What follows belongs to an exercise in optimizing a design on an open flow for small area and a short achievable clock period; a production flow would make more cautious choices.
At most, simulation tests tie the RTL to the original design; equivalence was not proved.

== before ==
==> flow/design.v (excerpt) <==
module systolic_array #(
    parameter M           = 5,
    parameter N           = 3,
    parameter K           = 4,
    parameter DATA_WIDTH  = 32
) (
    input clk,
    input rst_n,
    input [DATA_WIDTH*M-1:0] X,
    input [DATA_WIDTH*K-1:0] W,
    output reg [DATA_WIDTH*M*K-1:0] Y,
    output done
);
==> module systolic_array, before the edit <==
module systolic_array #(
    parameter M           = 5,
    parameter N           = 3,
    parameter K           = 4,
    parameter DATA_WIDTH  = 32
) (
    input clk,
    input rst_n,
    input [DATA_WIDTH*M-1:0] X,
    input [DATA_WIDTH*K-1:0] W,
    output reg [DATA_WIDTH*M*K-1:0] Y,
    output done
);
reg [3:0] cnt;
reg done_q;
always @(posedge clk or negedge rst_n) begin
    if (!rst_n) begin
        cnt <= 4'd0;
        done_q <= 1'b0;
    end else begin
        if (cnt != 4'd15) cnt <= cnt + 4'd1;
        if (cnt == 4'd13) done_q <= 1'b1;
    end
end
assign done = done_q;
reg [2:0] ld;     
reg [M-1:0] clr;  
reg [3:0] wy;     
always @(posedge clk or negedge rst_n) begin
    if (!rst_n) begin
        ld <= 3'b001;
        clr <= {M{1'b0}};
        wy <= 4'd0;
    end else begin
        ld <= {cnt == 4'd1, cnt == 4'd0, 1'b0};
        clr <= {M{(cnt == 4'd0) | (cnt == 4'd1) | (cnt == 4'd6) | (cnt == 4'd7)}};
        wy[0] <= (cnt == 4'd5);
        wy[1] <= (cnt == 4'd6);
        wy[2] <= (cnt == 4'd11);
        wy[3] <= (cnt == 4'd12);
    end
end
wire ldany = |ld;
reg [31:0] wq [0:9];
wire [31:0] wq0_d = (ld[0] | ld[2]) ? W[0 +: 32] : ld[1] ? W[32 +: 32] : wq[1];
integer q;
always @(posedge clk) begin
    for (q = 0; q < 9; q = q + 1) wq[q] <= wq[q+1];
    if (ld[0] | ld[2]) begin
        wq[0] <= W[0 +: 32];  wq[3] <= W[32 +: 32];
        wq[6] <= W[64 +: 32]; wq[9] <= W[96 +: 32];
    end else if (ld[1]) begin
        wq[0] <= W[32 +: 32]; wq[3] <= W[0 +: 32];
        wq[6] <= W[96 +: 32]; wq[9] <= W[64 +: 32];
    end else begin
        wq[9] <= W[64 +: 32];
    end
end
function [15:0] bone(input [31:0] x);
    integer k;
    begin
        for (k = 0; k < 16; k = k + 1)
            bone[k] = x[2*k] ^ ((k == 0) ? 1'b0 : x[(k == 0) ? 0 : 2*k-1]);
    end
endfunction
function [15:0] btwo(input [31:0] x);
    integer k;
    reg b2, b1, b0;
    begin
        for (k = 0; k < 16; k = k + 1) begin
            b2 = x[2*k+1];
            b1 = x[2*k];
            b0 = (k == 0) ? 1'b0 : x[(k == 0) ? 0 : 2*k-1];
            btwo[k] = (b2 & ~b1 & ~b0) | (~b2 & b1 & b0);
        end
    end
endfunction
genvar i;
generate
    for (i = 0; i < M; i = i + 1) begin : row
        reg [31:0] xr0, xr1, xr2;
        reg [15:0] eone, etwo;       
        wire [31:0] xr0_d = ldany ? X[32*i +: 32] : xr1;
        always @(posedge clk) begin
            xr0 <= xr0_d;
            eone <= bone(xr0_d);
            etwo <= btwo(xr0_d);
            xr1 <= xr2;
            xr2 <= xr0;
        end
        reg [31:0] wl;
        always @(posedge clk) wl <= wq0_d;
        wire [31:0] sum;
        pe u (.clk(clk), .x(xr0), .eone(eone), .etwo(etwo), .w(wl), .clr(clr[i]), .sum(sum));
        always @(posedge clk) begin
            if (wy[0]) Y[32*(4*i+0) +: 32] <= sum;
            if (wy[1]) Y[32*(4*i+1) +: 32] <= sum;
            if (wy[2]) Y[32*(4*i+2) +: 32] <= sum;
            if (wy[3]) Y[32*(4*i+3) +: 32] <= sum;
        end
    end
endgenerate
endmodule
export LEC_CHECK = 0
export ABC_AREA = 1
export CAP_MARGIN = 20
export CORE_MARGIN = 2
export CORE_UTILIZATION = 60
export CTS_CLUSTER_DIAMETER = 150
export CTS_CLUSTER_SIZE = 20
export PLACE_DENSITY = 0.7
export SETUP_SLACK_MARGIN = 5
export SLEW_MARGIN = 20
create_clock -name core_clock -period 8.5 [get_ports {clk}]
standard.sh (not shown) runs the stock make flow with config.mk's settings and CLKGATE_MAP_FILE= SYNTH_SCRIPT=/design/flow/synth_recipe.tcl, a recipe that flattens the netlist after the stock synthesis.
==> flow/flow/run.sh <==
#!/bin/bash
# The standard layout with two changes:
#  - input and output ports are buffered with plain buffers (buf_2) instead
#    of the delay cells buffer_ports picks by default;
#  - after the standard synthesis, fa_polarity.py complements some full
#    adders (a full adder is self-dual) so that fewer inverters are needed
#    between them; registers and all other cells are unchanged.
set -euo pipefail
export BUFFER_PORTS_ARGS="-buffer_cell sky130_fd_sc_hd__buf_2"
RES=orfs/results/${FLOW_PLATFORM}/systolic_array/base
bash standard.sh synth > make_synth.log 2>&1
python3 flow/fa_polarity.py $RES/1_2_yosys.v $RES/1_2_yosys.pol.v > fa_polarity.log 2>&1
cp $RES/1_2_yosys.v 1_2_yosys.standard.v
mv $RES/1_2_yosys.pol.v $RES/1_2_yosys.v
rm -f $RES/1_synth.odb $RES/1_synth.sdc
bash standard.sh > make_layout.log 2>&1
Other scripts of this flow, unchanged in this note and not shown: flow/flow/fa_polarity.py
Input-level comparison between after and before:
--- a/flow/design.v
+++ b/flow/design.v
@@ -1153,19 +1153,22 @@
 end
 assign done = done_q;
 reg [2:0] ld;     
 reg [M-1:0] clr;  
 reg [3:0] wy;     
+reg rot;          
 always @(posedge clk or negedge rst_n) begin
     if (!rst_n) begin
         ld <= 3'b001;
         clr <= {M{1'b0}};
         wy <= 4'd0;
+        rot <= 1'b1;
     end else begin
         ld <= {cnt == 4'd1, cnt == 4'd0, 1'b0};
         clr <= {M{(cnt == 4'd0) | (cnt == 4'd1) | (cnt == 4'd6) | (cnt == 4'd7)}};
         wy[0] <= (cnt == 4'd5);
+        rot <= (cnt <= 4'd10);
         wy[1] <= (cnt == 4'd6);
         wy[2] <= (cnt == 4'd11);
         wy[3] <= (cnt == 4'd12);
     end
 end
@@ -1205,28 +1208,30 @@
     end
 endfunction
 genvar i;
 generate
     for (i = 0; i < M; i = i + 1) begin : row
-        reg [31:0] xr0, xr1, xr2;
+        reg [31:0] xr0;
+        wire [31:0] xr1 = Y[32*(4*i+2) +: 32];
+        wire [31:0] xr2 = Y[32*(4*i+3) +: 32];
         reg [15:0] eone, etwo;       
         wire [31:0] xr0_d = ldany ? X[32*i +: 32] : xr1;
         always @(posedge clk) begin
             xr0 <= xr0_d;
             eone <= bone(xr0_d);
             etwo <= btwo(xr0_d);
-            xr1 <= xr2;
-            xr2 <= xr0;
         end
         reg [31:0] wl;
         always @(posedge clk) wl <= wq0_d;
         wire [31:0] sum;
         pe u (.clk(clk), .x(xr0), .eone(eone), .etwo(etwo), .w(wl), .clr(clr[i]), .sum(sum));
         always @(posedge clk) begin
             if (wy[0]) Y[32*(4*i+0) +: 32] <= sum;
             if (wy[1]) Y[32*(4*i+1) +: 32] <= sum;
             if (wy[2]) Y[32*(4*i+2) +: 32] <= sum;
+            else if (rot) Y[32*(4*i+2) +: 32] <= xr2;
             if (wy[3]) Y[32*(4*i+3) +: 32] <= sum;
+            else if (rot) Y[32*(4*i+3) +: 32] <= xr0;
         end
     end
 endgenerate
 endmodule
Notes after the runs:
after did not stop at any stage, and its layout met the timing, DRC and antenna checks. before finished every stage and its layout cleared the timing, DRC and antenna checks. Going from before to after, later-pin clock latency in the skew report went down, synthesized cell count went up, number of antenna violations at the first check in global routing went down. Worst hold slack was lower in before than in after. Between after and before, final-layout clock buffer total is higher for before, after comes in under that.
Only the layout flow was run in after; the RTL was not checked for function there.

port drivers added, routing unchanged:
No port has a modelled driver above. Below, the same layouts with a new extraction and two added sets of constraints. Step 1, drivers: a clkbuf_16 drives clk and a buf_2 each remaining input, both assumed. Step 2, shift: input delay + t, output delay - t, t = (earliest + latest rising clock arrival at the registers) / 2. This alone moves slack from input paths to output paths. Slacks: ideal / step 1 / step 2; pairs: ideal / step 1.
| run | t, ns | slack for setup (ns) | clock arrival spread, ns |
|---|---|---|---|
| before | 0.963 | 4.895 / 4.895 / 4.895 | 0.067 / 0.067 |
| after | 0.915 | 4.829 / 4.829 / 4.829 | 0.076 / 0.076 |
After both steps setup and hold are still met in every run listed.
